From an optimization exercise on the open Yosys and OpenROAD flow, aimed at small area; shortcuts taken in it are not production practice. The RTL was checked by simulation tests, not by an equivalence proof against the original design. Power is estimated from default activity; no workload was simulated.

Setup of rev 12:
Design FIFO, start of the top module:
module FIFO
#(parameter data_width =32,parameter addr_width=4)
(input clk,
input rd_en,
input wr_en,
input [data_width-1:0] data_in,
input reset,
output reg [data_width-1:0] data_out,
output reg empty,
output reg full,
output reg [addr_width-1:0] data_counter
);
Size: roughly 920 cells after synthesis, about 550 flip-flops, roughly 74 I/O pins, about 19000 um2 of cells after synthesis.
Settings: LEC_CHECK=0, CAP_MARGIN=20, CORE_MARGIN=2, CORE_UTILIZATION=75, SETUP_SLACK_MARGIN=0.05, SLEW_MARGIN=20; clock period 2.2 ns.
standard.sh (not shown) runs the stock make flow with config.mk's settings and CLKGATE_MAP_FILE= SYNTH_SCRIPT=/design/flow/synth_recipe.tcl, a recipe that flattens the netlist after the stock synthesis.
==> flow/flow/run.sh <==
#!/bin/bash
# Own layout flow: the standard ORFS flow, with two changes.
#  1. Synthesis is the standard one (synth_recipe.tcl via standard.sh), but ABC
#     maps the combinational logic with an area-oriented script
#     (flow/abc_area.script) instead of ORFS's delay-oriented abc_speed.script.
#     Flip-flops are mapped by dfflibmap before ABC runs, so the registers,
#     their names and cell types are exactly the standard synthesis's.
#  2. Ports are buffered with buf_1 instead of ORFS's default pick, clock tree
#     without dummy loads, and non-critical gates are downsized after global
#     routing (RECOVER_POWER).
# Each step's full output goes to a log file of its own in the work folder.
set -euo pipefail
cd "$(dirname "$0")/.."
W=$PWD

rm -rf "$W/scripts_abc"
cp -r "$FLOW_HOME/scripts" "$W/scripts_abc"
cp "$W/flow/abc_area.script" "$W/scripts_abc/abc_speed.script"

bash standard.sh synth SCRIPTS_DIR="$W/scripts_abc" > "$W/synth.log" 2>&1

bash standard.sh finish \
  BUFFER_PORTS_ARGS="-buffer_cell sky130_fd_sc_hd__buf_1" \
  CTS_ARGS="-sink_clustering_enable -repair_clock_nets -buf_list {sky130_fd_sc_hd__clkbuf_8} -sink_clustering_size 22 -sink_clustering_max_diameter 50 -dont_use_dummy_load" \
  RECOVER_POWER=100 \
  > "$W/layout.log" 2>&1
==> flow/flow/abc_area.script <==
&get -n
&st
&dch
&nf -R 1000
&put
--- input diff rev 12..rev 13 ---
-- flow/flow/run.sh --
<<< rev 12, line 23
  BUFFER_PORTS_ARGS="-buffer_cell sky130_fd_sc_hd__buf_1" \
  CTS_ARGS="-sink_clustering_enable -repair_clock_nets -buf_list {sky130_fd_sc_hd__clkbuf_8} -sink_clustering_size 22 -sink_clustering_max_diameter 50 -dont_use_dummy_load" \
  RECOVER_POWER=100 \
>>> rev 13, line 23
  BUFFER_PORTS_ARGS="-buffer_cell sky130_fd_sc_hd__buf_1" \
  CTS_ARGS="-sink_clustering_enable -repair_clock_nets -buf_list {sky130_fd_sc_hd__clkbuf_8 sky130_fd_sc_hd__clkbuf_16} -sink_clustering_size 30 -sink_clustering_max_diameter 60 -dont_use_dummy_load" \
  RECOVER_POWER=100 \
-- flow/config.mk --
<<< rev 12, line 9
export CORE_MARGIN = 2
export CORE_UTILIZATION = 75
export SETUP_SLACK_MARGIN = 0.05
>>> rev 13, line 9
export CORE_MARGIN = 2
export CORE_UTILIZATION = 85
export SETUP_SLACK_MARGIN = 0.05
Findings:
- The overall die height number comes out lower for rev 13 vs rev 12.
- There was hardly any difference in instance area at placement between rev 13 and rev 12.
- On worst-case clock buffer depth, rev 12 and rev 13 are basically level.
- Taking rev 13 as 1.0, rev 12 lands at 1.07 on row count.
- Compared with rev 12, in rev 13 number of gates resized after cts went up; HPWL after detailed placement went up; post-CTS setup-driven buffer insertion count did not really move.
- [rev 13 vs rev 12] cell total after placement: lower in rev 13
- Status: rev 13 FAILED at clock tree synthesis (tool error)
- Final weighted congestion in routability-driven placement came out lower on rev 13 than on rev 12.

========
The RTL this note starts from:
==> flow/design.v <==
`timescale 1ns / 1ps
module FIFO
#(parameter data_width =32,parameter addr_width=4)
(input clk,
input rd_en,
input wr_en,
input [data_width-1:0] data_in,
input reset,
output reg [data_width-1:0] data_out,
output reg empty,
output reg full,
output reg [addr_width-1:0] data_counter
);
localparam depth = 2**addr_width;
reg [data_width-1:0] memory [depth-1:0];
wire rd_ok = rd_en & ~empty;
wire wr_ok = wr_en & ~full & ~rd_ok;
wire [addr_width-1:0] rd_idx = data_counter - 1'b1;
integer i;
always @(posedge clk) begin
    if (wr_ok) begin
        memory[0] <= data_in;
        for (i = 1; i < depth; i = i + 1)
            memory[i] <= memory[i-1];
    end
end
wire [depth-1:0] sel;
genvar g;
generate
  for (g = 0; g < depth-1; g = g + 1) begin : s
    assign sel[g] = (data_counter == g+1);
  end
endgenerate
assign sel[depth-1] = full;
reg [data_width-1:0] rd_data;
always @* begin
    rd_data = 0;
    for (i = 0; i < depth; i = i + 1)
        rd_data = rd_data | (memory[i] & {data_width{sel[i] & rd_ok}});
    rd_data = rd_data | (data_out & {data_width{~rd_ok}});
end
always @(posedge clk)
    data_out <= rd_data;
always @(posedge clk) begin
    if (reset) begin
        data_counter <= 0;
        full <= 1'b0;
        empty <= 1'b1;
    end else if (rd_ok) begin
        data_counter <= data_counter - 1'b1;
        full <= 1'b0;
        empty <= (data_counter == 1);
    end else if (wr_ok) begin
        data_counter <= data_counter + 1'b1;
        full <= (data_counter == depth-1);
        empty <= 1'b0;
    end
end
endmodule
==> flow/config.mk <==
export PLATFORM = sky130hd
export DESIGN_NAME = FIFO
export DESIGN_NICKNAME = FIFO
export VERILOG_FILES = /design/flow/design.v
export SDC_FILE = /design/flow/constraint.sdc
export NUM_CORES = 4
export LEC_CHECK = 0
export CAP_MARGIN = 20
export CORE_MARGIN = 2
export CORE_UTILIZATION = 75
export SLEW_MARGIN = 20
==> flow/constraint.sdc <==
create_clock -name core_clock -period 2.2 [get_ports {clk}]
set_input_delay 0.4400 -clock core_clock [delete_from_list [all_inputs] [get_ports {clk}]]
set_output_delay 0.4400 -clock core_clock [all_outputs]
set_load 0.01 [all_outputs]
==> flow/flow/run.sh <==
#!/bin/bash
# Own layout flow: the standard ORFS flow, with two changes.
#  1. Synthesis is the standard one (synth_recipe.tcl via standard.sh), but ABC
#     maps the combinational logic with an area-oriented script
#     (flow/abc_area.script) instead of ORFS's delay-oriented abc_speed.script.
#     Flip-flops are mapped by dfflibmap before ABC runs, so the registers,
#     their names and cell types are exactly the standard synthesis's.
#  2. Ports are buffered with buf_1 instead of ORFS's default pick, clock tree
#     without dummy loads.
# Each step's full output goes to a log file of its own in the work folder.
set -euo pipefail
cd "$(dirname "$0")/.."
W=$PWD

rm -rf "$W/scripts_abc"
cp -r "$FLOW_HOME/scripts" "$W/scripts_abc"
cp "$W/flow/abc_area.script" "$W/scripts_abc/abc_speed.script"

bash standard.sh synth SCRIPTS_DIR="$W/scripts_abc" > "$W/synth.log" 2>&1

bash standard.sh finish \
  BUFFER_PORTS_ARGS="-buffer_cell sky130_fd_sc_hd__buf_1" \
  CTS_ARGS="-sink_clustering_enable -repair_clock_nets -buf_list {sky130_fd_sc_hd__clkbuf_4 sky130_fd_sc_hd__clkbuf_8} -sink_clustering_size 16 -sink_clustering_max_diameter 60 -dont_use_dummy_load" \
  > "$W/layout.log" 2>&1
Scripts as last shown in full above: flow/flow/abc_area.script
The starting point went through all stages and came out clean.
Change:
--- a/flow/flow/run.sh
+++ b/flow/flow/run.sh
@@ -9 +9,2 @@
-#     without dummy loads.
+#     without dummy loads, and non-critical gates are downsized after global
+#     routing (RECOVER_POWER).
@@ -23 +24,2 @@
-  CTS_ARGS="-sink_clustering_enable -repair_clock_nets -buf_list {sky130_fd_sc_hd__clkbuf_4 sky130_fd_sc_hd__clkbuf_8} -sink_clustering_size 16 -sink_clustering_max_diameter 60 -dont_use_dummy_load" \
+  CTS_ARGS="-sink_clustering_enable -repair_clock_nets -buf_list {sky130_fd_sc_hd__clkbuf_4} -sink_clustering_size 10 -sink_clustering_max_diameter 40 -dont_use_dummy_load" \
+  RECOVER_POWER=100 \
SETUP_SLACK_MARGIN = 0.05   (was default)
Clock power drops by about 3%.
Non-clock buffer count climbs by 38.
Power drops by 0.47%.
Global-route usage climbs by 1.5 points.

## what the ideal ports hide
The results above use ideal ports. As a check the final layouts listed here were re-extracted and re-timed, cells and wires unchanged. Step 1: set_driving_cell puts a clkbuf_16 on clk and a buf_2 on each other input, an assumption about the parent block. Step 2 moves the port delays by t, midway between the first and last clock arrival at a register: inputs arrive t later, outputs are due t later. That takes back most of the time a late clock gives input paths. Three values: ideal ports, drivers, drivers and shift; two values: the first two.
| run | shift t [ns] | setup WS [ns] | hold WS [ns] | worst setup path after step 2 |
|---|---|---|---|---|
| rev 12 | 0.597 | 0.090 / 0.090 / -0.069 | 0.021 / 0.003 / 0.423 | input to register |
| the first run of note 2 | 0.607 | 0.096 / 0.096 / 0.066 | 0.023 / -0.001 / 0.432 | input to register |
| the second run of note 2 | 0.711 | 0.131 / 0.131 / -0.090 | 0.086 / 0.062 / 0.415 | input to register |
Met with ideal ports but missed after step 2: setup timing in rev 12 and the second run of note 2. The setup slack of the second run of note 2, which loses most, moves by 0.000 ns with the drivers and by -0.221 ns with both steps.
